Background: an optimization exercise with open tools, aiming at small area, a short achievable clock period and few clock cycles. Do not read the settings as production practice.
RTL that was checked went through simulation tests only; none was proved equivalent to the original.
For runs 5 and 6, only the layout was checked, not whether the RTL still works.

### flow/constraint.sdc
create_clock -name core_clock -period 6.0 [get_ports {clk}]
set_input_delay 1.2000 -clock core_clock [delete_from_list [all_inputs] [get_ports {clk}]]
set_output_delay 1.2000 -clock core_clock [all_outputs]
set_load 0.01 [all_outputs]
### flow/run.sh
#!/bin/bash
# synth_recipe.tcl (not shown) runs the flow's synth.tcl, then flattens the netlist and writes it again
# the make line also repeats each setting of config.mk as NAME=value (left out here)
make -C /OpenROAD-flow-scripts/flow DESIGN_CONFIG=/design/flow/config.mk WORK_HOME=/design/flow/orfs CLKGATE_MAP_FILE= SYNTH_SCRIPT=/design/flow/synth_recipe.tcl finish
### flow/design.v
`timescale 1 ns / 100 ps
module div10 (
    input ap_clk,
    input ap_rst,
    input ap_start,
    output reg ap_done,
    output reg ap_idle,
    output reg ap_ready,
    input [31:0] n,
    output [31:0] ap_return
);
parameter    ap_ST_fsm_state1 = 3'd1;
parameter    ap_ST_fsm_state2 = 3'd2;
parameter    ap_ST_fsm_state3 = 3'd4;
reg   [2:0] ap_CS_fsm;
wire    ap_CS_fsm_state1;
wire   [31:0] q_2_fu_122_p2;
reg   [31:0] q_2_reg_214;
reg   [15:0] tmp_4_reg_219;
wire   [28:0] tmp_12_fu_146_p4;
reg   [28:0] tmp_12_reg_224;
wire    ap_CS_fsm_state2;
wire   [31:0] r_fu_181_p2;
reg   [31:0] r_reg_229;
wire   [30:0] tmp_fu_54_p4;
wire   [29:0] tmp_1_fu_68_p4;
wire   [31:0] tmp_5_fu_64_p1;
wire   [31:0] tmp_8_fu_78_p1;
wire   [31:0] q_fu_82_p2;
wire   [27:0] tmp_2_fu_88_p4;
wire   [31:0] tmp_s_fu_98_p1;
wire   [31:0] q_1_fu_102_p2;
wire   [23:0] tmp_3_fu_108_p4;
wire   [31:0] tmp_10_fu_118_p1;
wire   [31:0] tmp_11_fu_138_p1;
wire   [31:0] q_3_fu_141_p2;
wire   [29:0] tmp_6_fu_156_p3;
wire   [31:0] q_assign_3_mask_fu_168_p3;
wire   [31:0] p_neg1_fu_176_p2;
wire   [31:0] tmp_6_cast_fu_164_p1;
wire    ap_CS_fsm_state3;
wire   [0:0] tmp_7_fu_190_p2;
wire   [29:0] q_4_cast_fu_187_p1;
wire   [29:0] tmp_8_cast_fu_195_p1;
wire   [29:0] tmp_9_fu_199_p2;
reg   [2:0] ap_NS_fsm;
always @ (posedge ap_clk) begin
    if (ap_rst == 1'b1) begin
        ap_CS_fsm <= ap_ST_fsm_state1;
    end else begin
        ap_CS_fsm <= ap_NS_fsm;
    end
end
always @ (posedge ap_clk) begin
    if (((ap_start == 1'b1) & (1'b1 == ap_CS_fsm_state1))) begin
        q_2_reg_214 <= q_2_fu_122_p2;
        tmp_4_reg_219 <= {{q_2_fu_122_p2[31:16]}};
    end
end
always @ (posedge ap_clk) begin
    if ((1'b1 == ap_CS_fsm_state2)) begin
        r_reg_229 <= r_fu_181_p2;
        tmp_12_reg_224 <= {{q_3_fu_141_p2[31:3]}};
    end
end
always @ (*) begin
    if ((1'b1 == ap_CS_fsm_state3)) begin
        ap_done = 1'b1;
    end else begin
        ap_done = 1'b0;
    end
end
always @ (*) begin
    if (((ap_start == 1'b0) & (1'b1 == ap_CS_fsm_state1))) begin
        ap_idle = 1'b1;
    end else begin
        ap_idle = 1'b0;
    end
end
always @ (*) begin
    if ((1'b1 == ap_CS_fsm_state3)) begin
        ap_ready = 1'b1;
    end else begin
        ap_ready = 1'b0;
    end
end
always @ (*) begin
    case (ap_CS_fsm)
        ap_ST_fsm_state1 : begin
            if (((ap_start == 1'b1) & (1'b1 == ap_CS_fsm_state1))) begin
                ap_NS_fsm = ap_ST_fsm_state2;
            end else begin
                ap_NS_fsm = ap_ST_fsm_state1;
            end
        end
        ap_ST_fsm_state2 : begin
            ap_NS_fsm = ap_ST_fsm_state3;
        end
        ap_ST_fsm_state3 : begin
            ap_NS_fsm = ap_ST_fsm_state1;
        end
        default : begin
            ap_NS_fsm = 'bx;
        end
    endcase
end
assign ap_CS_fsm_state1 = ap_CS_fsm[32'd0];
assign ap_CS_fsm_state2 = ap_CS_fsm[32'd1];
assign ap_CS_fsm_state3 = ap_CS_fsm[32'd2];
assign ap_return = tmp_9_fu_199_p2;
assign p_neg1_fu_176_p2 = (n - q_assign_3_mask_fu_168_p3);
assign q_1_fu_102_p2 = (tmp_s_fu_98_p1 + q_fu_82_p2);
assign q_2_fu_122_p2 = (tmp_10_fu_118_p1 + q_1_fu_102_p2);
assign q_3_fu_141_p2 = (tmp_11_fu_138_p1 + q_2_reg_214);
assign q_4_cast_fu_187_p1 = tmp_12_reg_224;
assign q_assign_3_mask_fu_168_p3 = {{tmp_12_fu_146_p4}, {3'd0}};
assign q_fu_82_p2 = (tmp_5_fu_64_p1 + tmp_8_fu_78_p1);
assign r_fu_181_p2 = (p_neg1_fu_176_p2 - tmp_6_cast_fu_164_p1);
assign tmp_10_fu_118_p1 = tmp_3_fu_108_p4;
assign tmp_11_fu_138_p1 = tmp_4_reg_219;
assign tmp_12_fu_146_p4 = {{q_3_fu_141_p2[31:3]}};
assign tmp_1_fu_68_p4 = {{n[31:2]}};
assign tmp_2_fu_88_p4 = {{q_fu_82_p2[31:4]}};
assign tmp_3_fu_108_p4 = {{q_1_fu_102_p2[31:8]}};
assign tmp_5_fu_64_p1 = tmp_fu_54_p4;
assign tmp_6_cast_fu_164_p1 = tmp_6_fu_156_p3;
assign tmp_6_fu_156_p3 = {{tmp_12_fu_146_p4}, {1'd0}};
assign tmp_7_fu_190_p2 = ((r_reg_229 > 32'd9) ? 1'b1 : 1'b0);
assign tmp_8_cast_fu_195_p1 = tmp_7_fu_190_p2;
assign tmp_8_fu_78_p1 = tmp_1_fu_68_p4;
assign tmp_9_fu_199_p2 = (q_4_cast_fu_187_p1 + tmp_8_cast_fu_195_p1);
assign tmp_fu_54_p4 = {{n[31:1]}};
assign tmp_s_fu_98_p1 = tmp_2_fu_88_p4;
endmodule  
`timescale 1 ns / 100 ps
module mul10(
    input ap_clk,
    input ap_rst,
    input ap_start,
    output reg ap_ready,
    output reg ap_done,
    input [15:0] n,
    output reg [31:0] ap_return
);
    logic [19:0] mul8;
    logic [16:0] mul2;
    logic [1:0]mul_state;
    always @(posedge ap_clk or posedge ap_rst)
        if(ap_rst) begin
            ap_ready <= 1'b0;
            ap_return <= 32'h00000000;
            mul_state <= 2'b00;
            ap_done <= 1'b0;
        end else begin
            case (mul_state)
                2'b00 : begin
                    if(ap_start) begin
                        ap_ready <= 1'b0;
                        mul8 <= n*8;
                        mul2 <= n*2;
                        mul_state <= 2'b01;
                    end else
                        ap_ready <= 1'b1;
                end
                2'b01 : begin
                    ap_return <= mul8 + mul2;
                    mul_state <= 2'b10;
                end
                2'b10, 2'b11 : begin
                    if(ap_start == 0) begin
                        mul_state <= 2'b00;
                        ap_done <= 1'b0;
                    end else
                        ap_done <= 1'b1;
                end
            endcase
        end
endmodule
`timescale 1 ns / 100 ps
module hex2dec (
    input start,
    input [15:0] hex_data,
    output reg [7:0] ascii_data,
    output reg valid,
    output reg ready,
    input clk,
    input rstn
);
    reg div10_start;
    wire div10_done;
    wire div10_idle, div10_ready;
    reg [31:0] div10_data_in;
    wire [31:0] div10_data_out;
    div10 div10_instance(
        .ap_clk(clk),
        .ap_rst(!rstn),
        .ap_start(div10_start),
        .ap_done(div10_done),
        .ap_idle(div10_idle),
        .ap_ready(div10_ready),
        .n(div10_data_in),
        .ap_return(div10_data_out)
    );
    reg mul10_start;
    reg [15:0] mul10_data_in;
    wire [31:0] mul10_data_out;
    wire mul10_ready;
    wire mul10_done;
    mul10 mul10_instance(
        .ap_clk(clk),
        .ap_rst(!rstn),
        .ap_ready(mul10_ready),
        .ap_start(mul10_start),
        .ap_done(mul10_done),
        .n(mul10_data_in),
        .ap_return(mul10_data_out)
    );
    localparam IDLE = 3'd0;
    localparam DIV_STATE_INIT = 3'd1;
    localparam DIV_STATE_WAIT = 3'd2;
    localparam MUL10_STATE_INIT = 3'd3;
    localparam MUL10_STATE_WAIT = 3'd4;
    localparam CALC_COMPLETE = 3'd5;
    logic [2:0] h2d_state;
    logic [15:0] temp16;
    logic [2:0] div_count;
    logic [7:0] ascii_buf [0:4];
    logic [7:0]substraction;
    always @(posedge clk or negedge rstn) begin
        if(!rstn) begin
            h2d_state <= IDLE;
            ready <= 1'b0;
            div10_start <= 1'b0;
            mul10_start <= 1'b0;
            ascii_buf[0] <= 8'h00;
            ascii_buf[1] <= 8'h00;
            ascii_buf[2] <= 8'h00;
            ascii_buf[3] <= 8'h00;
            ascii_buf[4] <= 8'h00;
        end else begin
            case (h2d_state)
                IDLE : begin
                    if(start && ready) begin
                        temp16 <= hex_data;
                        h2d_state <= DIV_STATE_INIT;
                        div_count <= 0;
                        ready <= 1'b0;
                    end else
                        ready <= 1'b1;
                end
                DIV_STATE_INIT: begin
                    if(div10_idle) begin
                        div10_data_in <= {16'h00000, temp16};
                        div10_start <= 1'b1;
                        h2d_state <= DIV_STATE_WAIT;
                    end
                end
                DIV_STATE_WAIT: begin
                    if(div10_done)begin
                        div10_start <= 1'b0;
                        h2d_state <= MUL10_STATE_INIT;
                        mul10_data_in <= div10_data_out;
                    end
                end
                MUL10_STATE_INIT : begin
                    if(mul10_ready) begin
                        mul10_start <= 1'b1;
                        h2d_state <= MUL10_STATE_WAIT;
                    end
                end
                MUL10_STATE_WAIT : begin
                    if(mul10_done) begin
                        mul10_start <= 1'b0;
                        ascii_buf[div_count] <= (temp16 - mul10_data_out) + 8'h30;
                        substraction <= temp16 - mul10_data_out;
                        div_count <= div_count + 1'b1;
                        temp16 <= div10_data_out;
                        h2d_state <= div_count >= 4 ? CALC_COMPLETE : DIV_STATE_INIT;
                    end
                end
                CALC_COMPLETE : begin
                    if(div_count > 0)
                        div_count <= div_count - 1'b1;
                    else begin
                        h2d_state <= IDLE;
                        ready <= 1'b1;
                    end
                end
            endcase
        end
    end
    always @(posedge clk or negedge rstn)
        if(!rstn)
            valid <= 1'b0;
        else if(h2d_state == CALC_COMPLETE)
            valid <= (div_count > 0) ? 1'b1 : 1'b0;
        else
            valid <= 1'b0;
    always @(posedge clk)
        if(h2d_state == CALC_COMPLETE)
            ascii_data <= ascii_buf[div_count-1'b1];
endmodule
### flow/config.mk
export PLATFORM = sky130hd
export DESIGN_NAME = hex2dec
export DESIGN_NICKNAME = hex2dec
export VERILOG_FILES = /design/flow/design.v
export SDC_FILE = /design/flow/constraint.sdc
export NUM_CORES = 4
export LEC_CHECK = 0
export CAP_MARGIN = 20
export CORE_MARGIN = 2
export CORE_UTILIZATION = 40
export SLEW_MARGIN = 20
==> impl_results.md, run 1 <==
* Run status: complete, no violations
* Total GRT Usage at 0.1718
* Port Buf Inserts at 28
* Vias per cell at ~5.3
* Vias at about 7400
* Commonest non-fill, non-tap cell in the layout: edfxtp_1
* Final Hold Vio Count at 0
* Footprint of the multi-input gates at roughly 0.0055 mm2
* Io pins at 29
* R2R depth at 25
* Critical path fanouts, max at 8
* Synth Register Bits at between 150 and 200
* Final worst setup slack at about 370 ps
* Max incr delay on CP at between 300 and 400 ps
* Clk_skew at roughly 19 ps
* CP Buf/Inv Count at 3
* Slew HR at 0.2934
* DRT Pass-1 Iters at 5
* Vias in the first global route at 7355
* Kind of end point of the critical path: flip-flop
* CTS Buffer Depth at 2
* Period minus WS final at between 5000 and 6000 ps
* Post-synth EDFFs at between 100 and 150
* Effective utilization at floorplan at 0.4071
* Synthesis Warnings at 4
* Total clock sinks at 183
* Cell area after layout at roughly 0.012 mm2
* Area Growth Syn to Fin at 12.37%
* CTS tree: done
* Mapped Avg Cell Area at ~11 um2
* Setup CP Type: flip-flop to flip-flop
* Die area at around 0.029 mm2
* Die width at around 170 um
* Setup TNS at 0 ps
* Ys async rst share at 0.3169
* Layout cells sized above 1 at 0.09906
* Worst EP arrival at a little under 6000 ps
* Routed len/inst at 17.07 um
* Drt initial violations at approximately 480
* Crit path depth at 25
* Ant. Diodes at 0
* Clock-pin slew on the worst setup and hold paths at 80 ps
* Most frequent cells in the layout: 122 x edfxtp_1, 84 x ha_1, 82 x nor2_1, 72 x nand2_1
* Gate Count Post-Synth at between 1000 and 1500
* Max_cap viols at 0
* Sequential fraction of the synthesis area at 0.4717
* CP Launch Type: flip-flop
* Final ANT Viol Nets at 0
* Crit path max-delay family: compound AO/OA/AOI/OAI gates
* Global-route wire length before repair at 38.69 mm
* Final Cycle Share at 0.9391
* Slowest CP cell: edfxtp_1
* Dpl ws at 232.7 ps
* CTS Root Buffer Type: clkbuf_16
* CP Data Required Time at roughly 6200 ps
* Most common flop cell mapped by yosys: edfxtp_1
* Min-Delay Path Class: flip-flop to flip-flop
* TritonCTS Buffers at 17
* Final wirelength at roughly 24 mm
* Synth unique cells at 73
* Core area at ~0.027 mm2
* Grt ovf at 0
* Placed inst area at approximately 0.012 mm2
* Actual slew at the worst max-slew pin at around 1100 ps
* DRC Markers at 0
* Fmax at between 150 and 200 MHz
* # rows at 60
* Final nets at between 1000 and 1500
* Slew Limit Fails at 0
* Unrepaired setup endpoints after global routing: true
* Die height at between 150 and 200 um
* Setup-failing EPs final at 0
* Filler cells at 2466
* FF+latch area at a little over 0.005 mm2
* H-tree depth at 4
* Clock latency (worst-skew pair) at 440 ps
* Post-synthesis cell area at approximately 0.011 mm2
* # hold bufs at CTS at 0
* Gpl congestion at between 0.8 and 0.9
* Initial antenna violation count at 0
* Worst Hold Depth at 0
* Hpwl dp at about 19 mm
* Largest net degree at the start of global routing at between 40 and 50
==> per-layer routing <==
layer,global-route usage,part of all wire
met5,0,0
met4,0.03865,0.011
met3,0.02285,0.020
met2,0.2960,0.50
met1,0.2312,0.47
==> path summary, 6_finish.rpt <==
check / start / slack [ps] / end
min: mul10_data_in[1] / 420 / mul10_instance.mul8[4]
min in group asynchronous: rstn / 730 / mul10_start
max reg2reg: div10_data_in[1] / 370 / div10_instance.q_2_reg_214[14]
max: div10_data_in[1] / 370 / div10_instance.q_2_reg_214[14]
min reg2reg: mul10_data_in[1] / 420 / mul10_instance.mul8[4]
max in group asynchronous: rstn / 4340 / ascii_buf[4][7]
==> Yosys cell counts, types with 11 or more instances <==
master,instances,area share
edfxtp_1,122,0.33
ha_1,84,0.096
nor2_1,82,0.028
nand2_1,72,0.025
a21oi_1,71,0.032
inv_1,68,0.023
dfrtp_1,58,0.13
xnor2_1,51,0.041
xor2_1,39,0.031
o21ai_0,38,0.017
mux2_2,30,0.031
nand3_1,27,0.012
nor3_1,19,0.0087
clkbuf_1,18,0.0062
fa_1,18,0.033
a21o_1,17,0.012
nand2b_1,15,0.0086
a22oi_1,14,0.0096
and3_1,11,0.0063
o21bai_1,11,0.0075
==> layout make-up <==
class,instances,area share
multi-input cells,737,0.4472
clock buffers,17,0.03450
clock inverters,15,0.01411
inverters,70,0.02131
well taps,341,0.03461
flip-flops and latches,183,0.4198
repair buffers,38,0.02841
==> timing repair <==
| item | in CTS | in global routing |
|---|---|---|
| gates resized for setup | 0 | 8 |
| setup buffers | 0 | 2 |
| endpoints found under the setup margin | 0 | 10 |
==> sequential cells by signal, summed over array words and instances, names as in the netlist, 2 cells and up <==
name	count
h2d_state	3
ascii_data	8
div10_instance.r_reg_229	31
div10_instance.tmp_12_reg_224	16
div10_instance.ap_CS_fsm	3
div_count	3
mul10_instance.mul_state	2
mul10_instance.ap_return	7
div10_instance.q_2_reg_214	18
temp16	16
ascii_buf	40
mul10_data_in	7
mul10_instance.mul8	7
div10_data_in	16
==> through the flow <==
step | instances | util | hold slack, ps
2_1_floorplan | 1011 | - | 400.3
3_3_place_gp | 1367 | 0.4326 | 402.9
3_5_place_dp | 1367 | 0.4326 | 404.5
4_1_cts | 1399 | 0.4549 | 419.2
5_1_grt | 1401 | 0.4575 | 426.1
6_report | 1401 | 0.4575 | 420.3
==> cell families after synthesis <==
| family | Yosys count | share of synthesized area |
|---|---|---|
| DFF | 183 | 0.4717 |
| AOI/OAI and AO/OA | 226 | 0.1352 |
| xor gates and xnor gates | 91 | 0.07435 |
| other | 1 | 0.0003418 |
| buffers and inverters | 91 | 0.03125 |
| adders and majority gates | 102 | 0.1286 |
| muxes | 30 | 0.03079 |
| and+or+nand+nor | 287 | 0.1277 |
==> worst reg2reg max path, delay by kind of cell, from the launching register on <==
family | cells | cell delay [ps]
compound gates | 10 | 2100
xor+xnor | 3 | 650
fa+ha+maj | 4 | 1280
buf+inv | 3 | 250
flops | 1 | 390
simple gates | 5 | 730
Testbench counts, summed over its fixed seeds: cycles 19,968.
==> run 2, diff against run 1 <==
==> flow/design.v (replaced) <==
`timescale 1 ns / 100 ps
module hex2dec (
    input start,
    input [15:0] hex_data,
    output [7:0] ascii_data,
    output reg valid,
    output reg ready,
    input clk,
    input rstn
);
    reg [16:0] r;
    reg [3:0]  dig;
    reg [2:0]  ph;       
    wire accept = start & ready;
    wire [12:0] rh = r[16:4];
    wire [3:0] q = (rh >= 13'd5625) ? 4'd9 :
                   (rh >= 13'd5000) ? 4'd8 :
                   (rh >= 13'd4375) ? 4'd7 :
                   (rh >= 13'd3750) ? 4'd6 :
                   (rh >= 13'd3125) ? 4'd5 :
                   (rh >= 13'd2500) ? 4'd4 :
                   (rh >= 13'd1875) ? 4'd3 :
                   (rh >= 13'd1250) ? 4'd2 :
                   (rh >= 13'd625)  ? 4'd1 : 4'd0;
    wire [9:0]  mh = rh[9:0] - q * 10'd625;
    wire [13:0] m  = {mh, r[3:0]};
    wire [16:0] r_next = {m, 1'b0} + {m, 3'b000};
    always @(posedge clk)
        r <= accept ? {1'b0, hex_data} : r_next;
    always @(posedge clk)
        dig <= q;
    always @(posedge clk or negedge rstn)
        if (!rstn) begin
            ph <= 3'd7;
            valid <= 1'b0;
            ready <= 1'b0;
        end else begin
            valid <= (ph != 3'd7);
            if (accept)
                ph <= 3'd0;
            else if (ph == 3'd4)
                ph <= 3'd7;
            else if (ph != 3'd7)
                ph <= ph + 3'd1;
            ready <= ~accept & (ph == 3'd3 || ph == 3'd4 || ph == 3'd7);
        end
    assign ascii_data = {4'h3, dig};
endmodule
==> impl_results.md, run 2 <==
* R2R depth at 22 (-12%)
* TritonCTS Buffers at 3 (-14)
* Clock latency (worst-skew pair) at 270 ps (-170 ps)
* Gpl congestion at 0.9062 (+0.82%)
* Post-CTS setup buffer count at 0 (unchanged)
* Worst Hold Depth at 2 (+2)
* Final nets at 386 (-67%)
* Min-Delay Path Class: flip-flop to flip-flop
* Commonest non-fill, non-tap cell in the layout: inv_1
* Global-route wire length before repair at 9.646 mm (-75%)
* Initial antenna violation count at 0 (unchanged)
* CTS Root Buffer Type: clkbuf_8
* DRT Pass-1 Iters at 4 (-1)
* Post-synthesis cell area at 0.002608 mm2 (-76%)
* Drt initial violations at 64 (-87%)
* Max reg flops at 17 (-57%)
* Layout cells sized above 1 at 0.06442 (-0.03464)
* Most flops, register: r
* Die area at 0.007181 mm2 (-75%)
* Slowest CP cell: dfxtp_1
* Area Growth Syn to Fin at 9.933%
* Most common flop cell mapped by yosys: dfxtp_1
* Gate Count Post-Synth at 315 (-69%)
* Final wirelength at 5.628 mm (-76%)
* Ant. Diodes at 0 (unchanged)
* Sequential fraction of the synthesis area at 0.2107 (-0.2610)
* DRC Markers at 0 (unchanged)
* Worst EP arrival at 5610 ps (-200 ps)
* Die width at 84.74 um (-50%)
* Io pins at 29 (unchanged)
* RR Endpoint: r[15]
* Synth unique cells at 58 (-21%)
* Run status: complete, no violations
* Max_cap viols at 0 (unchanged)
* Port Buf Inserts at 24 (-14%)
* Crit path max-delay family: adder cells
* Most common cell in the synthesized netlist: inv_1
* Grt ovf at 0 (unchanged)
* Synthesis Warnings at 1 (-3)
* Core area at 0.006314 mm2 (-77%)
* Vias at 2146 (-71%)
* H-tree depth at 1 (-3)
* Most frequent cells in the layout: 37 x inv_1, 32 x ha_1, 24 x clkdlybuf4s50_1, 21 x nand2_1
* Setup-failing EPs final at 0 (unchanged)
* Setup CP Type: flip-flop to flip-flop
* Final Hold Vio Count at 0 (unchanged)
* Fmax at 182.7 MHz (+2.9%)
* Routed len/inst at 13.97 um (-18%)
* Clk_skew at 4.487 ps (-15.00 ps)
* Effective utilization at floorplan at 0.4130 (+0.005897)
* Setup TNS at 0 ps (unchanged)
* Synth Register Bits at 26 (-86%)
* Die height at 84.74 um (-50%)
* Kind of end point of the critical path: flip-flop
* Vias per cell at 5.325 (+0.38%)
* Crit path cell chain: nand3_1 -> o21ai_1 -> and2_1 -> inv_1 -> o21ai_1 -> inv_1 -> fa_1 -> ha_1 -> fa_1 -> inv_1 -> ha_1 -> or2_2 -> a21oi_1 -> a21oi_2 -> xnor2_1 -> xnor2_1 -> ha_1 -> o21ai_0 -> a22oi_1 -> a41oi_1 -> xor2_1 -> o21ai_0
* Vias in the first global route at 2172 (-70%)
* Synth top area share at 0.1612 (-0.1727)
* CP Launch Type: flip-flop
* Clock-pin slew on the worst setup and hold paths at 90 ps (about the same)
* Slew HR at 0.4700 (+0.1766)
* Worst setup startpoint: r[13]
* Hold path start: r[0]
* Final core utilization at 0.4540 (-0.003451)
* Final Cycle Share at 0.9125 (-0.02665)
* Max incr delay on CP at 560 ps (+170 ps)
* Total GRT Usage at 0.1662 (-0.005652)
* Worst Hold Path EP: r[1]
* # rows at 29 (-52%)
* Slew Limit Fails at 0 (unchanged)
* Final worst setup slack at 525.1 ps (+159.9 ps)
* FF+latch area at 550.5 um2 (-89%)
* Footprint of the multi-input gates at 0.001795 mm2 (-67%)
* RR Startpoint: r[13]
* Mapped Avg Cell Area at 8.278 um2 (-24%)
* Dpl ws at 376.6 ps (+143.8 ps)
* Regs by FF count: r: 17 flops, dig: 4 flops, ph: 3 flops
* Critical path fanouts, max at 11 (+3)
* Unrepaired setup endpoints after global routing: false
* CTS Buffer Depth at 2 (unchanged)
* Period minus WS final at 5475 ps (-159.9 ps)
* CP Buf/Inv Count at 3 (unchanged)
* CTS tree: done
* Ys async rst share at 0.1923 (-0.1246)
* Total clock sinks at 26 (-86%)
* Hpwl dp at 4.625 mm (-75%)
* Filler cells at 659 (-73%)
* CP Data Required Time at 6130 ps (-50 ps)
* Post-synth EDFFs at 0 (-100%)
* R2R Setup Slk at 530 ps (+160 ps)
* Actual slew at the worst max-slew pin at 795.0 ps (-261.4 ps)
* Synth area leader: dfxtp_1
* Top post-synthesis cells by count: 37 x inv_1, 32 x ha_1, 21 x dfxtp_1, 21 x nand2_1
* Final ANT Viol Nets at 0 (unchanged)
* Top post-synthesis cells by area: dfxtp_1 16%, ha_1 15%, fa_1 6.1%
* Largest net degree at the start of global routing at 26 (-47%)
run 2: cell types whose count changed in the layout (fill, tap and decap cells not counted), moves of 20 or more:
cell / before / now
nand3_1: 27 / 4
o21ai_0: 38 / 18
nor2_1: 82 / 18
a21oi_1: 68 / 20
nand2_1: 72 / 21
inv_1: 68 / 37
xnor2_1: 51 / 13
dfrtp_1: 58 / 2
xor2_1: 37 / 7
mux2_2: 30 / 1
ha_1: 84 / 32
edfxtp_1: 122 / 0
run 2: layout make-up:
| type | instances | share of cell area |
|---|---|---|
| inverter | 37 | 0.04845 |
| timing repair buffer | 24 | 0.08381 |
| sequential | 26 | 0.1921 |
| multi-input combinational | 235 | 0.6264 |
| clock buffer | 4 | 0.01571 |
| tap | 77 | 0.03361 |
run 2: metal layers:
| layer | up-vias | track usage | part of all wire |
|---|---|---|---|
| met2 | 26 | 0.2835 | 0.46 |
| met4 | 0 | 0.03896 | 0.016 |
| met3 | 8 | 0.03048 | 0.026 |
| met5 | - | 0 | 0 |
| met1 | 1004 | 0.2183 | 0.50 |
| li1 | 1108 | - | - |
run 2: cells by family (layout without fill, tap and decap cells):
group,count (synthesis),after routing,synth area share
AO/OA/AOI/OAI,84,84,0.2169
XOR/XNOR,20,20,0.06718
adder cells (fa/ha/maj),40,40,0.2150
buffers and inverters,56,65,0.1036
flip-flops,26,26,0.2107
multiplexers,6,6,0.02543
other,2,4,0.002880
AND/OR/NAND/NOR,81,81,0.1584
run 2: worst max-delay path by stage:
stage             to  depth (start not counted)
2_1_floorplan  r[15]                         23
4_1_cts        r[15]                         22
6_report       r[15]                         22
3_5_place_dp   r[15]                         22
3_3_place_gp   r[15]                         22
5_1_grt        r[15]                         22
run 2: through the flow:
step / cells / cell area, um2 / hold WS, ps
detailed placement: 399 / 2820 / 460.1
global route: 403 / 2867 / 484.2
finish: 403 / 2867 / 468.2
floorplan: 317 / 2615 / 426.8
CTS: 403 / 2865 / 475.5
global placement: 399 / 2820 / 462.5
run 2: repair_timing:
| action | in CTS | in global routing |
|---|---|---|
| setup endpoints to repair | 0 | 2 |
| hold buffers | 0 | 0 |
| resized for setup | 0 | 3 |
run 2: worst register-to-register path, stage by stage, from the launching register on:
cell     delay [ps]
dfxtp_1         560
nand3_1         120
o21ai_1         260
and2_1          230
inv_1           110
o21ai_1         160
inv_1           170
fa_1            510
ha_1            330
fa_1            510
inv_1            40
ha_1            340
or2_2           290
a21oi_1         180
a21oi_2          50
xnor2_1         140
xnor2_1         250
ha_1            320
o21ai_0         160
a22oi_1         150
a41oi_1         210
xor2_1          170
o21ai_0          80
Testbench counts of run 2, summed over its fixed seeds: cycles 1,936.
==> run 3, diff against run 2 <==
--- a/flow/design.v
+++ b/flow/design.v
@@ -9,21 +9,25 @@
     input rstn
 );
-    reg [16:0] r;
     reg [3:0]  dig;
     reg [2:0]  ph;       
     wire accept = start & ready;
+    reg [16:0] r;        
     wire [12:0] rh = r[16:4];
-    wire [3:0] q = (rh >= 13'd5625) ? 4'd9 :
-                   (rh >= 13'd5000) ? 4'd8 :
-                   (rh >= 13'd4375) ? 4'd7 :
-                   (rh >= 13'd3750) ? 4'd6 :
-                   (rh >= 13'd3125) ? 4'd5 :
-                   (rh >= 13'd2500) ? 4'd4 :
-                   (rh >= 13'd1875) ? 4'd3 :
-                   (rh >= 13'd1250) ? 4'd2 :
-                   (rh >= 13'd625)  ? 4'd1 : 4'd0;
-    wire [9:0]  mh = rh[9:0] - q * 10'd625;
-    wire [13:0] m  = {mh, r[3:0]};
-    wire [16:0] r_next = {m, 1'b0} + {m, 3'b000};
+    reg [3:0] q;
+    reg [11:0] c;        
+    always @(*) begin
+        if      (rh >= 13'd5625) begin q = 4'd9; c = 12'(9*3125); end
+        else if (rh >= 13'd5000) begin q = 4'd8; c = 12'(8*3125); end
+        else if (rh >= 13'd4375) begin q = 4'd7; c = 12'(7*3125); end
+        else if (rh >= 13'd3750) begin q = 4'd6; c = 12'(6*3125); end
+        else if (rh >= 13'd3125) begin q = 4'd5; c = 12'(5*3125); end
+        else if (rh >= 13'd2500) begin q = 4'd4; c = 12'(4*3125); end
+        else if (rh >= 13'd1875) begin q = 4'd3; c = 12'(3*3125); end
+        else if (rh >= 13'd1250) begin q = 4'd2; c = 12'(2*3125); end
+        else if (rh >= 13'd625)  begin q = 4'd1; c = 12'(1*3125); end
+        else                     begin q = 4'd0; c = 12'd0; end
+    end
+    wire [16:0] t = {r[15:0], 1'b0} + {r[13:0], 3'b000};    
+    wire [16:0] r_next = {t[16:5] - c, t[4:0]};
     always @(posedge clk)
         r <= accept ? {1'b0, hex_data} : r_next;
==> impl_results.md, run 3 <==
* Effective utilization at floorplan at 0.4197 (+0.006678)
* Drt initial violations at 211 (+230%)
* Most common cell in the synthesized netlist: a21oi_1
* Worst EP arrival at 4070 ps (-1540 ps)
* Setup CP Type: flip-flop to flip-flop
* Final ANT Viol Nets at 0 (unchanged)
* Most flops, register: r
* Max reg flops at 17 (unchanged)
* Initial antenna violation count at 0 (unchanged)
* CTS Buffer Depth at 2 (unchanged)
* Placed inst area at 0.002569 mm2 (-8.9%)
* FF+latch area at 549.3 um2 (-0.23%)
* Io pins at 29 (unchanged)
* Ant. Diodes at 0 (unchanged)
* H-tree depth at 1 (unchanged)
* CP Data Required Time at 6190 ps (+60 ps)
* Core area at 0.005608 mm2 (-11%)
* R2R depth at 15 (-32%)
* Final wirelength at 5.544 mm (-1.5%)
* Footprint of the multi-input gates at 0.001633 mm2 (-9.1%)
* Area Growth Syn to Fin at 11.06%
* Min-Delay Path Class: flip-flop to flip-flop
* Regs by FF count: r: 17 flops, dig: 4 flops, ph: 3 flops
* DRT Pass-1 Iters at 4 (unchanged)
* Gate Count Post-Synth at 290 (-7.9%)
* # rows at 27 (-6.9%)
* Largest net degree at the start of global routing at 20 (-23%)
* DRC Markers at 0 (unchanged)
* Post-synthesis cell area at 0.002354 mm2 (-9.7%)
* Commonest non-fill, non-tap cell in the layout: a21oi_1
* Most frequent cells in the layout: 28 x a21oi_1, 27 x nor2_1, 26 x ha_1, 24 x clkdlybuf4s50_1, 22 x nand2_1
* Cts repair resizes at 0 (unchanged)
* Vias in the first global route at 1994 (-8.2%)
* Vias per cell at 5.630 (+5.7%)
* Ys async rst share at 0.1923 (unchanged)
* Grt ovf at 0 (unchanged)
* Kind of end point of the critical path: flip-flop
* Top post-synthesis cells by count: 28 x a21oi_1, 27 x nor2_1, 26 x ha_1, 22 x nand2_1, 21 x dfxtp_1
* CP Launch Type: flip-flop
* Period minus WS final at 3883 ps (-1592 ps)
* Mapped Avg Cell Area at 8.116 um2 (-2.0%)
* Clk_skew at 8.371 ps (+3.884 ps)
* Synthesis Warnings at 1 (unchanged)
* Max_cap viols at 0 (unchanged)
* Worst Hold Depth at 2 (unchanged)
* CTS Root Buffer Type: clkbuf_8
* Gpl congestion at 0.8602 (-5.1%)
* Clock-pin slew on the worst setup and hold paths at 100 ps (about the same)
* Sequential fraction of the synthesis area at 0.2334 (+0.02273)
* Most common flop cell mapped by yosys: dfxtp_1
* TritonCTS Buffers at 3 (unchanged)
* Slew HR at 0.6045 (+0.1345)
* Top post-synthesis cells by area: dfxtp_1 18%, ha_1 14%, a21oi_1 6.0%
* Die height at 80.71 um (-4.8%)
* Clock latency (worst-skew pair) at 280 ps (about the same)
* Layout cells sized above 1 at 0.05882 (-0.005594)
* Critical path fanouts, max at 10 (-1)
* # hold bufs at CTS at 0 (unchanged)
* Cell area after layout at 0.002614 mm2 (-8.8%)
* Post-synth EDFFs at 0 (unchanged)
* Synth top area share at 0.1786 (+0.01740)
* Die width at 80.71 um (-4.8%)
* Vias at 2128 (-0.84%)
* Fmax at 257.6 MHz (+41%)
* Synth area leader: dfxtp_1
* CTS tree: done
* Unrepaired setup endpoints after global routing: false
* Port Buf Inserts at 24 (unchanged)
* Post-CTS setup buffer count at 0 (unchanged)
* Total GRT Usage at 0.1853 (+0.01912)
* Die area at 0.006513 mm2 (-9.3%)
* Slew Limit Fails at 0 (unchanged)
* Run status: complete, no violations
* Routed len/inst at 14.67 um (+5.0%)
* Setup-failing EPs final at 0 (unchanged)
* Global-route wire length before repair at 9.342 mm (-3.2%)
* Final nets at 354 (-8.3%)
* Synth unique cells at 56 (-3.4%)
* Setup TNS at 0 ps (unchanged)
* Placed Cells at 374 (-6.3%)
* Synth Register Bits at 26 (unchanged)
* Layout Cells excl Fill at 378 (-6.2%)
* Filler cells at 594 (-9.9%)
* Actual slew at the worst max-slew pin at 593.3 ps (-201.7 ps)
* Hpwl dp at 4.341 mm (-6.1%)
* Total clock sinks at 26 (unchanged)
* Final Hold Vio Count at 0 (unchanged)
* Final Cycle Share at 0.6471 (-0.2654)
[run 3: final cells by class]
type,instances,share of cell area
flip-flops and latches,26,0.2101
inverters,15,0.02154
multi-input cells,237,0.6247
repair buffers,24,0.09191
well taps,72,0.03447
clock buffers,4,0.01723
[run 3: logic make-up after synthesis]
family | share of synthesized area
AOI/OAI and AO/OA | 0.2648
xor gates and xnor gates | 0.07071
adders and majority gates | 0.1552
buffers and inverters | 0.07602
DFF | 0.2334
muxes | 0.008506
other | 0.003191
and+or+nand+nor | 0.1882
[run 3: per-stage QoR]
stage	hold slack (ps)	setup slack [ps]	utilization
final	457.8	2117	0.4661
after global routing	497.2	1868	0.4661
after CTS	464.3	2169	0.4661
after detailed placement	449.7	2193	0.4581
after global placement	452.0	2216	0.4581
after floorplan	426.8	2631	-
[run 3: per-layer routing]
metal	track usage	wire, um	up-vias
met3	0.02022	240	10
li1	-	-	1072
met4	0.06102	86	0
met1	0.2543	2639	977
met5	0	0	-
met2	0.3033	2578	69
[run 3: path summary, 6_finish.rpt]
path / to / slack, ps / from
worst min-delay path: r[1] / 460 / r[0]
worst max register to register: r[15] / 2120 / r[6]
max in group asynchronous: ph[0] / 4600 / rstn
worst min register to register: r[1] / 460 / r[0]
worst max-delay path: r[15] / 2120 / r[6]
min in group asynchronous: valid / 1140 / rstn
[run 3: worst max-delay path: stages, from the launching register on]
cell and delay [ps]:
dfxtp_1 430, a211o_1 330, a21o_1 190, a21o_1 170, a31oi_1 420, o21ai_1 170, a21boi_0 310, ha_1 330
nor2b_1 150, o21ai_1 150, a21boi_1 110, o311a_1 310, o21ai_1 150, a21oi_1 120, o31a_1 250, o31ai_1 210
Testbench counts of run 3, summed over its fixed seeds: cycles 1,936.
==> run 4, diff against run 3 <==
--- a/flow/config.mk
+++ b/flow/config.mk
@@ -6,4 +6,5 @@
 export NUM_CORES = 4
 export LEC_CHECK = 0
+export ABC_AREA = 1
 export CAP_MARGIN = 20
 export CORE_MARGIN = 2
==> impl_results.md, run 4 <==
* Commonest non-fill, non-tap cell in the layout: nand2_1
* Setup TNS at 0 ps (unchanged)
* Die area at 0.007230 mm2 (+11%)
* Vias per cell at 5.006 (-11%)
* R2R Setup Slk at 2700 ps (+590 ps)
* Ant. Diodes at 0 (unchanged)
* Vias at 2648 (+24%)
* Gpl congestion at 0.8923 (+3.7%)
* Crit path top cell by count: nand2_1
* RR Startpoint: r[0]
* Fmax at 303.4 MHz (+18%)
* Most common flop cell mapped by yosys: dfxtp_1
* Synth unique cells at 39 (-30%)
* H-tree depth at 1 (unchanged)
* Most frequent cells in the layout: 137 x nand2_1, 63 x inv_1, 38 x nor2_1, 30 x a21oi_1, 26 x ha_1
* Slew Limit Fails at 0 (unchanged)
* Ys async rst share at 0.1923 (unchanged)
* Cell area after layout at 0.002985 mm2 (+14%)
* Port Buf Inserts at 24 (unchanged)
* Mapped Avg Cell Area at 6.108 um2 (-25%)
* CP Data Required Time at 6210 ps (+20 ps)
* CTS tree: done
* Period minus WS final at 3296 ps (-586.6 ps)
* Final Hold Vio Count at 0 (unchanged)
* Initial antenna violation count at 0 (unchanged)
* Final wirelength at 6.622 mm (+19%)
* Top post-synthesis cells by count: 137 x nand2_1, 63 x inv_1, 38 x nor2_1, 30 x a21oi_1, 26 x ha_1
* Global-route wire length before repair at 11.32 mm (+21%)
* Critical path fanouts, max at 4 (-6)
* Regs by FF count: r: 17 flops, dig: 4 flops, ph: 3 flops
* Synth top area share at 0.1958 (+0.01718)
* RR Endpoint: r[16]
* Top post-synthesis cells by area: nand2_1 20%, dfxtp_1 16%, ha_1 12%
* Sequential fraction of the synthesis area at 0.2091 (-0.02424)
* Io pins at 29 (unchanged)
* Filler cells at 684 (+15%)
* Routed len/inst at 12.52 um (-15%)
* R2R depth at 25 (+10)
* Placed inst area at 0.002914 mm2 (+13%)
* Post-synthesis cell area at 0.002626 mm2 (+12%)
* Layout cells sized above 1 at 0.06637 (+0.007548)
* Final nets at 500 (+41%)
* Synthesis Warnings at 1 (unchanged)
* # hold bufs at CTS at 0 (unchanged)
* DRT Pass-1 Iters at 4 (unchanged)
* Die width at 85.03 um (+5.4%)
* Worst setup startpoint: r[0]
* Most common cell in the synthesized netlist: nand2_1
* Grt ovf at 0 (unchanged)
* FF+latch area at 549.3 um2 (unchanged)
* Kind of end point of the critical path: flip-flop
* Post-CTS setup buffer count at 0 (unchanged)
* Most flops, register: r
* Crit path depth at 25 (+10)
* CP Buf/Inv Count at 3 (+3)
* Effective utilization at floorplan at 0.4136 (-0.006083)
* Final ANT Viol Nets at 0 (unchanged)
* # rows at 29 (+7.4%)
* Actual slew at the worst max-slew pin at 582.7 ps (-10.66 ps)
* Hpwl dp at 5.462 mm (+26%)
* Final Cycle Share at 0.5493 (-0.09777)
* Vias in the first global route at 2540 (+27%)
* Clock-pin slew on the worst setup and hold paths at 90 ps (about the same)
* Core area at 0.006350 mm2 (+13%)
* Area Growth Syn to Fin at 13.67%
* Run status: complete, no violations
* Total clock sinks at 26 (unchanged)
* Min-Delay Path Class: flip-flop to flip-flop
* Clk_skew at 2.341 ps (-6.030 ps)
* Worst EP arrival at 3510 ps (-560 ps)
* CP Launch Type: flip-flop
* Setup CP Type: flip-flop to flip-flop
* Drt initial violations at 125 (-41%)
* Slowest CP cell: fa_1
* Footprint of the multi-input gates at 0.001748 mm2 (+7.0%)
* Unrepaired setup endpoints after global routing: false
* Max_cap viols at 0 (unchanged)
* Largest net degree at the start of global routing at 23 (+15%)
* CP endpoint: r[16]
* Crit path max-delay family: simple AND/OR/NAND/NOR gates
* Cts repair resizes at 0 (unchanged)
* Clock latency (worst-skew pair) at 270 ps (about the same)
* Synth Register Bits at 26 (unchanged)
* Total GRT Usage at 0.1927 (+0.007404)
* Max incr delay on CP at 400 ps (-30 ps)
* Setup-failing EPs final at 0 (unchanged)
* Post-synth EDFFs at 0 (unchanged)
* TritonCTS Buffers at 3 (unchanged)
* Gate Count Post-Synth at 430 (+48%)
* CTS Root Buffer Type: clkbuf_8
* Max reg flops at 17 (unchanged)
* Slew HR at 0.6106 (+0.006166)
* Synth area leader: nand2_1
* Die height at 85.03 um (+5.4%)
* CTS Buffer Depth at 2 (unchanged)
* DRC Markers at 0 (unchanged)
run 4: cell types whose count changed after synthesis, sizes merged, moves of 6 or more:
cell	delta
nand2	+115
xnor2	-9
nor2	+16
nor2b	-6
nand3	+10
a21o	-8
inv	+59
run 4: worst min path at each step:
| stage | from | endpoint | depth (start not counted) |
|---|---|---|---|
| after floorplan | r[0] | r[1] | 2 |
| after global placement | r[0] | r[1] | 2 |
| after detailed placement | r[0] | r[1] | 2 |
| after CTS | r[0] | r[1] | 2 |
| after global routing | r[0] | r[1] | 2 |
| final | r[0] | r[1] | 2 |
run 4: worst register-to-register path, stage by stage (launching register included):
cell	delay, ps
dfxtp_1	350
ha_1	170
inv_1	60
fa_1	400
o21ai_1	270
nand2_1	80
nand2_1	70
a21oi_1	80
o21ai_1	190
nand2_1	90
nand2_1	70
nand2_1	40
nand2_1	60
inv_1	40
ha_1	330
nand2_1	100
inv_1	40
a21oi_1	140
nand2_1	60
nor2_1	130
nand3_1	110
nand2_1	70
nand2_1	60
nand2_1	60
nand2_1	40
nor2_1	100
run 4: cells by family after synthesis:
kind of cell | after synthesis | share of synthesized area
XOR/XNOR | 11 | 0.03669
other | 2 | 0.002860
adder cells (fa/ha/maj) | 28 | 0.1391
buffers and inverters | 82 | 0.1282
AO/OA/AOI/OAI | 68 | 0.1472
AND/OR/NAND/NOR | 213 | 0.3368
flip-flops | 26 | 0.2091
run 4: per-stage QoR:
stage	util	std cells	hold WS (ps)	worst slack [ps]
5_1_grt	0.4701	529	497.2	2269
2_1_floorplan	-	432	432.3	3059
3_3_place_gp	0.4589	525	454.6	2852
4_1_cts	0.4701	529	479.0	2699
3_5_place_dp	0.4589	525	464.1	2758
6_report	0.4701	529	476.6	2704
run 4: layout make-up:
class                           count  share of cell area
Clock buffer                        3             0.01383
Clock inverter                      1             0.01006
Inverter                           74             0.09388
Multi-Input combinational cell    324              0.5855
Sequential cell                    26              0.1840
Tap cell                           77             0.03227
Timing Repair Buffer               24             0.08047
run 4: per-layer routing:
| layer | part of all wire | vias to the layer above | track usage |
|---|---|---|---|
| met5 | 0 | - | 0 |
| met4 | 0.026 | 0 | 0.05628 |
| met3 | 0.031 | 15 | 0.02237 |
| met2 | 0.47 | 55 | 0.3374 |
| met1 | 0.47 | 1176 | 0.2487 |
| li1 | - | 1402 | - |
==> run 5, diff against run 4 <==
==> flow/design.v (replaced) <==
`timescale 1 ns / 100 ps
module hex2dec (
    input start,
    input [15:0] hex_data,
    output [7:0] ascii_data,
    output valid,
    output ready,
    input clk,
    input rstn
);
    localparam IDLE = 3'd5;
    reg [16:0] r;
    reg [2:0]  ph;       
    assign ready = ph[2];                  
    assign valid = (ph != IDLE);
    wire accept = start & ready;
    function automatic [16:0] padd(input [16:0] a, input [16:0] b, input cin);
        reg [16:0] g, p, gg, pp;
        integer i, d;
        begin
            g = a & b;
            p = a ^ b;
            gg = g;
            pp = p;
            for (d = 1; d < 17; d = d * 2)
                for (i = 0; i < 17; i = i + 1)
                    if ((i / d) % 2 == 1) begin
                        gg[i] = gg[i] | (pp[i] & gg[(i / d) * d - 1]);
                        pp[i] = pp[i] & pp[(i / d) * d - 1];
                    end
            padd = p ^ {gg[15:0] | (pp[15:0] & {16{cin}}), cin};
        end
    endfunction
    wire [12:0] rh = r[16:4];
    reg [3:0] q;
    reg [11:0] c;        
    always @(*) begin
        if      (rh >= 13'd5625) begin q = 4'd9; c = 12'(9*3125); end
        else if (rh >= 13'd5000) begin q = 4'd8; c = 12'(8*3125); end
        else if (rh >= 13'd4375) begin q = 4'd7; c = 12'(7*3125); end
        else if (rh >= 13'd3750) begin q = 4'd6; c = 12'(6*3125); end
        else if (rh >= 13'd3125) begin q = 4'd5; c = 12'(5*3125); end
        else if (rh >= 13'd2500) begin q = 4'd4; c = 12'(4*3125); end
        else if (rh >= 13'd1875) begin q = 4'd3; c = 12'(3*3125); end
        else if (rh >= 13'd1250) begin q = 4'd2; c = 12'(2*3125); end
        else if (rh >= 13'd625)  begin q = 4'd1; c = 12'(1*3125); end
        else                     begin q = 4'd0; c = 12'd0; end
    end
    wire [16:0] t = padd({r[15:0], 1'b0}, {r[13:0], 3'b000}, 1'b0);
    wire [16:0] s = padd({5'd0, t[16:5]}, {5'h1f, ~c}, 1'b1);
    wire [16:0] r_next = {s[11:0], t[4:0]};
    always @(posedge clk)
        r <= accept ? {1'b0, hex_data} : r_next;
    always @(posedge clk or negedge rstn)
        if (!rstn)
            ph <= IDLE;
        else if (accept)
            ph <= 3'd0;
        else if (ph == 3'd4)
            ph <= IDLE;
        else if (ph != IDLE)
            ph <= ph + 3'd1;
    assign ascii_data = {4'h3, q};
endmodule
--- a/flow/config.mk
+++ b/flow/config.mk
@@ -10,3 +10,4 @@
 export CORE_MARGIN = 2
 export CORE_UTILIZATION = 40
+export SETUP_SLACK_MARGIN = 3.5
 export SLEW_MARGIN = 20
==> impl_results.md, run 5 <==
* FF+latch area at 473.0 um2 (-14%)
* Min-Delay Path Class: flip-flop to flip-flop
* Setup-failing EPs final at 0 (unchanged)
* Ant. Diodes at 0 (unchanged)
* Most flops, register: r
* Regs by FF count: r: 17 flops, ph: 3 flops
* Mapped Avg Cell Area at 6.072 um2 (-0.59%)
* Final core utilization at 0.6312 (+0.1611)
* H-tree depth at 1 (unchanged)
* Die height at 79.95 um (-6.0%)
* Kind of end point of the critical path: primary output
* Critical path fanouts, max at 7 (+3)
* Unrepaired setup endpoints after global routing: true
* Grt met2 use at 0.3933 (+0.05598)
* Max reg flops at 17 (unchanged)
* Global-route wire length before repair at 11.30 mm (-0.18%)
* Clock-pin slew on the worst setup and hold paths at 80 ps (about the same)
* Core area at 0.005540 mm2 (-13%)
* Drt initial violations at 137 (+9.6%)
* Total GRT Usage at 0.2221 (+0.02937)
* Most common cell in the synthesized netlist: nand2_1
* Routed len/inst at 13.62 um (+8.8%)
* Synth Register Bits at 20 (-23%)
* Fmax at 333.4 MHz (+9.9%)
* Final Hold Vio Count at 0 (unchanged)
* Hpwl dp at 4.753 mm (-13%)
* Total clock sinks at 20 (-23%)
* Synthesis Warnings at 1 (unchanged)
* TritonCTS Buffers at 3 (unchanged)
* CP Data Required Time at 4800 ps (-1410 ps)
* Io pins at 29 (unchanged)
* Synth unique cells at 39 (unchanged)
* Effective utilization at floorplan at 0.4164 (+0.002845)
* Placed Cells at 471 (-10%)
* Synth top area share at 0.2050 (+0.009182)
* Post-synthesis cell area at 0.002307 mm2 (-12%)
* Ys async rst share at 0.1500 (-0.04231)
* DRC Markers at 0 (unchanged)
* Die area at 0.006391 mm2 (-12%)
* CTS tree: done
* Setup CP Type: flip-flop to primary output
* Max incr delay on CP at 400 ps (about the same)
* CP Launch Type: flip-flop
* Most frequent cells in the layout: 97 x nand2_1, 37 x inv_1, 37 x buf_4, 26 x nand2_2, 25 x nor2_1
* Setup TNS at 0 ps (unchanged)
* Final Cycle Share at 0.4999 (-0.04943)
* Largest net degree at the start of global routing at 19 (-17%)
* Top post-synthesis cells by count: 126 x nand2_1, 48 x inv_1, 42 x nor2_1, 27 x ha_1, 23 x a21oi_1
* Worst EP arrival at 1800 ps (-1710 ps)
* R2R depth at 18 (-28%)
* Commonest non-fill, non-tap cell in the layout: nand2_1
* Crit path top cell by count: nor2_2
* Most Crowded Layer GR: met2
* Layout Cells excl Fill at 519 (-1.9%)
* Crit path cell chain: nor2_4 -> nor2_1 -> nor2_1 -> nor2_2 -> nor2_2 -> nand2_2 -> a21oi_2 -> nor2_2 -> nor2_4 -> inv_2 -> buf_2
* Slew Limit Fails at 0 (unchanged)
* Routing usage on met1 at 0.2822 (+0.03352)
* Vias at 2603 (-1.7%)
* # hold bufs at CTS at 0 (unchanged)
* CTS Root Buffer Type: clkbuf_8
* DRT Pass-1 Iters at 6 (+2)
* Area Growth Syn to Fin at 51.57%
* Vias in the first global route at 2560 (+0.79%)
* Met3 GRT Util at 0.02149 (-0.0008803)
* Footprint of the multi-input gates at 0.002095 mm2 (+20%)
* Worst Hold Depth at 2 (unchanged)
* Clk_skew at 2.386 ps (+0.04538 ps)
* Initial antenna violation count at 0 (unchanged)
* Port Buf Inserts at 24 (unchanged)
* Gpl congestion at 0.8783 (-1.6%)
* Sequential fraction of the synthesis area at 0.1811 (-0.02802)
* Final nets at 496 (-0.80%)
* Layout cells sized above 1 at 0.3982 (+0.3318)
* Run status: complete, no violations
* Clock latency (worst-skew pair) at 260 ps (about the same)
* Final ANT Viol Nets at 0 (unchanged)
* Final wirelength at 7.071 mm (+6.8%)
* Filler cells at 520 (-24%)
* Period minus WS final at 2999 ps (-296.5 ps)
* Top post-synthesis cells by area: nand2_1 20%, dfxtp_1 15%, ha_1 15%
* Most common flop cell mapped by yosys: dfxtp_1
* Vias per cell at 5.015 (+0.19%)
* Gate Count Post-Synth at 380 (-12%)
* Synth area leader: nand2_1
* Slowest CP cell: dfxtp_4
* Grt ovf at 0 (unchanged)
* Die width at 79.95 um (-6.0%)
* CTS Buffer Depth at 2 (unchanged)
* Max_cap viols at 0 (unchanged)
* Post-synth EDFFs at 0 (unchanged)
* # rows at 27 (-6.9%)
run 5: critical path: cells and delay by family, from the launching register on:
kind	cells	cell delay (ps)
compound gates	1	180
flops	1	400
buf+inv	2	180
simple gates	8	760
run 5: routing by layer:
metal | vias up | part of all wire
li1 | 1336 | -
met1 | 1212 | 0.45
met2 | 44 | 0.51
met3 | 11 | 0.026
met4 | 0 | 0.014
met5 | - | 0
run 5: cell type report:
type / instances / share of cell area
Tap cell: 72 / 0.02576
Sequential cell: 20 / 0.1352
Inverter: 52 / 0.05689
Clock buffer: 4 / 0.01574
Timing Repair Buffer: 68 / 0.1674
Multi-Input combinational cell: 303 / 0.5989
run 5: timing repair:
| action | CTS | global route |
|---|---|---|
| endpoints found under the setup margin | 23 | 15 |
| setup buffers | 33 | 11 |
| cloned | 0 | 0 |
| gates resized for setup | 79 | 71 |
| pin swaps | 29 | 24 |
run 5: through the flow:
step | instance area (um2) | hold slack (ps) | setup WS [ps]
final | 3497 | 451.3 | 3001
after global routing | 3497 | 460.0 | 2836
after CTS | 3172 | 456.7 | 3026
after detailed placement | 2685 | 452.4 | 2711
after global placement | 2685 | 449.3 | 2699
after floorplan | 2397 | 432.3 | 3239
run 5: logic make-up after synthesis:
logic type	count (synthesis)	synth area share
flops	20	0.1811
other cells	2	0.003255
xor+xnor	13	0.04935
fa+ha+maj	29	0.1638
buf+inv	59	0.1030
simple gates	206	0.3677
compound gates	51	0.1318
run 5: final timing paths:
kind                                 endpoint  from  slack (ps)
worst max-delay path            ascii_data[0]  r[6]        3000
worst min-delay path                     r[1]  r[0]         450
worst max register to register          r[16]  r[4]        3020
worst min register to register           r[1]  r[0]         450
max in group asynchronous               ph[2]  rstn        4660
min in group asynchronous               ph[1]  rstn        1110
==> run 6, diff against run 5 <==
--- a/flow/config.mk
+++ b/flow/config.mk
@@ -10,4 +10,3 @@
 export CORE_MARGIN = 2
 export CORE_UTILIZATION = 40
-export SETUP_SLACK_MARGIN = 3.5
 export SLEW_MARGIN = 20
==> impl_results.md, run 6 <==
* Run status: complete, no violations
* Synth area leader: nand2_1
* CTS tree: done
* CP Launch Type: flip-flop
* Synth Area in Adders at 0.1638 (unchanged)
* Final wirelength at 5.654 mm (-20%)
* Crit path cell chain: nand2_2 -> inv_1 -> nand2_1 -> a21oi_1 -> o21ai_2 -> nor2_2 -> inv_2 -> clkdlybuf4s50_1
* Synth Area in XOR/XNOR at 0.04935 (unchanged)
* Top post-synthesis cells by count: 126 x nand2_1, 48 x inv_1, 42 x nor2_1, 27 x ha_1, 23 x a21oi_1
* Synth unique cells at 39 (unchanged)
* Most frequent cells in the layout: 126 x nand2_1, 48 x inv_1, 42 x nor2_1, 27 x ha_1, 24 x clkdlybuf4s50_1
* Min-Delay Path Class: flip-flop to flip-flop
* Hpwl dp at 4.687 mm (-1.4%)
* CP endpoint: ascii_data[0]
* Filler cells at 575 (+11%)
* Worst Hold Depth at 2 (unchanged)
* Global-route wire length before repair at 10.07 mm (-11%)
* Placed Cells at 471 (unchanged)
* Die width at 79.95 um (unchanged)
* Slew Limit Fails at 0 (unchanged)
* Regs by FF count: r: 17 flops, ph: 3 flops
* Max_cap viols at 0 (unchanged)
* Core area at 0.005540 mm2 (unchanged)
* Synth Area in Compound Gates at 0.1318 (unchanged)
* Synthesis Warnings at 1 (unchanged)
* Commonest non-fill, non-tap cell in the layout: nand2_1
* Clock-pin slew on the worst setup and hold paths at 80 ps (about the same)
* H-tree depth at 1 (unchanged)
* Final nets at 452 (-8.9%)
* Multiplexer share of the synthesized area at 0 (unchanged)
* Sequential fraction of the synthesis area at 0.1811 (unchanged)
* Crit path max-delay family: buffers and inverters
* Grt ovf at 0 (unchanged)
* R2R depth at 13 (-5)
* Clock latency (worst-skew pair) at 270 ps (about the same)
* Gpl congestion at 0.9581 (+9.1%)
* CP Buf/Inv Count at 3 (+1)
* Final Hold Vio Count at 0 (unchanged)
* Most common flop cell mapped by yosys: dfxtp_1
* Area Growth Syn to Fin at 15.18%
* Worst EP arrival at 2580 ps (+780 ps)
* Total GRT Usage at 0.1986 (-0.02346)
* Layout cells sized above 1 at 0.05459 (-0.3436)
* CTS Root Buffer Type: clkbuf_8
* Drt initial violations at 83 (-39%)
* Post-synthesis simple-gate area fraction at 0.3677 (unchanged)
* RR Startpoint: r[4]
* Setup CP Type: flip-flop to primary output
* Effective utilization at floorplan at 0.4164 (unchanged)
* Max incr delay on CP at 560 ps (+160 ps)
* Post-synth EDFFs at 0 (unchanged)
* DRT Pass-1 Iters at 4 (-2)
* Vias in the first global route at 2277 (-11%)
* Cts repair resizes at 0 (-100%)
* Vias per cell at 4.815 (-4.0%)
* Io pins at 29 (unchanged)
* RR Endpoint: r[11]
* Max reg flops at 17 (unchanged)
* Slew HR at 0.5887
* Period minus WS final at 3785 ps (+785.3 ps)
* Cell area after layout at 0.002658 mm2 (-24%)
* # rows at 27 (unchanged)
* Initial antenna violation count at 0 (unchanged)
* Hold path start: r[0]
* Most common cell in the synthesized netlist: nand2_1
* R2R Setup Slk at 2820 ps (-200 ps)
* Port Buf Inserts at 24 (unchanged)
* Largest net degree at the start of global routing at 19 (unchanged)
* Ant. Diodes at 0 (unchanged)
* Synth Register Bits at 20 (unchanged)
* Post-CTS setup buffer count at 0 (-100%)
* Routed len/inst at 11.90 um (-13%)
* Post-synthesis cell area at 0.002307 mm2 (unchanged)
* Synth top area share at 0.2050 (unchanged)
* Top post-synthesis cells by area: nand2_1 20%, dfxtp_1 15%, ha_1 15%
* Main combinational cell family by area after synthesis: simple AND/OR/NAND/NOR gates
* Crit path depth at 8 (-3)
* Placed inst area at 0.002603 mm2 (-3.1%)
* DRC Markers at 0 (unchanged)
* TritonCTS Buffers at 3 (unchanged)
* Die height at 79.95 um (unchanged)
* Fmax at 264.2 MHz (-21%)
* Clk_skew at 1.466 ps (-0.9206 ps)
* Die area at 0.006391 mm2 (unchanged)
* Setup-failing EPs final at 0 (unchanged)
* Ys async rst share at 0.1500 (unchanged)
* # hold bufs at CTS at 0 (unchanged)
* Most flops, register: r
* Critical path fanouts, max at 9 (+2)
* CTS Buffer Depth at 2 (unchanged)
* Unrepaired setup endpoints after global routing: false
* Layout Cells excl Fill at 475 (-8.5%)
* Kind of end point of the critical path: primary output
* Setup TNS at 0 ps (unchanged)
* Mapped Avg Cell Area at 6.072 um2 (unchanged)
* Gate Count Post-Synth at 380 (unchanged)
* Slowest CP cell: dfxtp_1
* Vias at 2287 (-12%)
* Final Cycle Share at 0.6308 (+0.1309)
* Actual slew at the worst max-slew pin at 615.4 ps
* Worst setup startpoint: r[12]
* Final ANT Viol Nets at 0 (unchanged)
* CP Data Required Time at 4800 ps (about the same)
* Total clock sinks at 20 (unchanged)
-- run 6: kinds of logic after synthesis --
family / count (synthesis)
AOI/OAI and AO/OA: 51
xor gates and xnor gates: 13
adders and majority gates: 29
buffers and inverters: 59
DFF: 20
other: 2
and+or+nand+nor: 206
-- run 6: layout make-up --
class	instances	area (um2)	share of cell area
Sequential cell	20	417.9	0.1573
Tap cell	72	90.09	0.03390
Multi-Input combinational cell	303	1659	0.6243
Inverter	52	195.2	0.07345
Clock buffer	4	55.05	0.02072
Timing Repair Buffer	24	240.2	0.09040
-- run 6: tightest hold or removal path, cell delays in order, from the launching register on --
cell,delay (ps)
dfxtp_1,330
nand2_1,60
nand2_1,40
-- run 6: metal layers --
metal | track usage | routed length (um) | up-vias
met2 | 0.3408 | 2603 | 45
met3 | 0.01697 | 154 | 10
li1 | - | - | 1253
met4 | 0.05424 | 98 | 0
met1 | 0.2651 | 2798 | 979
met5 | 0 | 0 | -
-- run 6: worst min path at each step --
| stage | to | slack (ps) |
|---|---|---|
| after detailed placement | r[1] | 470 |
| after global routing | r[1] | 520 |
| after CTS | r[1] | 480 |
| final | r[1] | 480 |
| after floorplan | r[1] | 430 |
| after global placement | r[1] | 470 |
-- run 6: metrics by stage --
step / util / setup WS [ps] / hold slack [ps]
floorplan: - / 3109 / 432.3
global placement: 0.4697 / 2483 / 465.9
detailed placement: 0.4697 / 2554 / 466.6
CTS: 0.4797 / 2241 / 481.1
global route: 0.4797 / 2005 / 519.3
finish: 0.4797 / 2215 / 478.7

[separate check: timing with driven ports]
The results above use ideal ports. As a check the final layouts listed here were re-extracted and re-timed, cells and wires unchanged.
Step 1, drivers: a clkbuf_16 drives clk and a buf_2 each remaining input, both assumed.
Step 2 also shifts input and output timing later by t, the mid clock arrival at the registers, as if the neighbouring blocks saw the same clock.
a / b / c = ideal / step 1 / step 2; a / b = the first two.
| run | t, ns | setup slack, ns | worst register clock-pin slew, ns |
|---|---|---|---|
| run 1 | 0.475 | 0.365 / 0.365 / 0.365 | 0.09 / 0.09 |
| run 2 | 0.298 | 0.525 / 0.525 / 0.525 | 0.09 / 0.09 |
| run 3 | 0.298 | 2.117 / 2.117 / 2.117 | 0.10 / 0.10 |
| run 4 | 0.296 | 2.704 / 2.704 / 2.704 | 0.09 / 0.09 |
| run 5 | 0.288 | 3.001 / 2.976 / 3.018 | 0.08 / 0.08 |
| run 6 | 0.290 | 2.215 / 2.190 / 2.480 | 0.08 / 0.08 |
After both steps setup and hold are still met in every run listed.
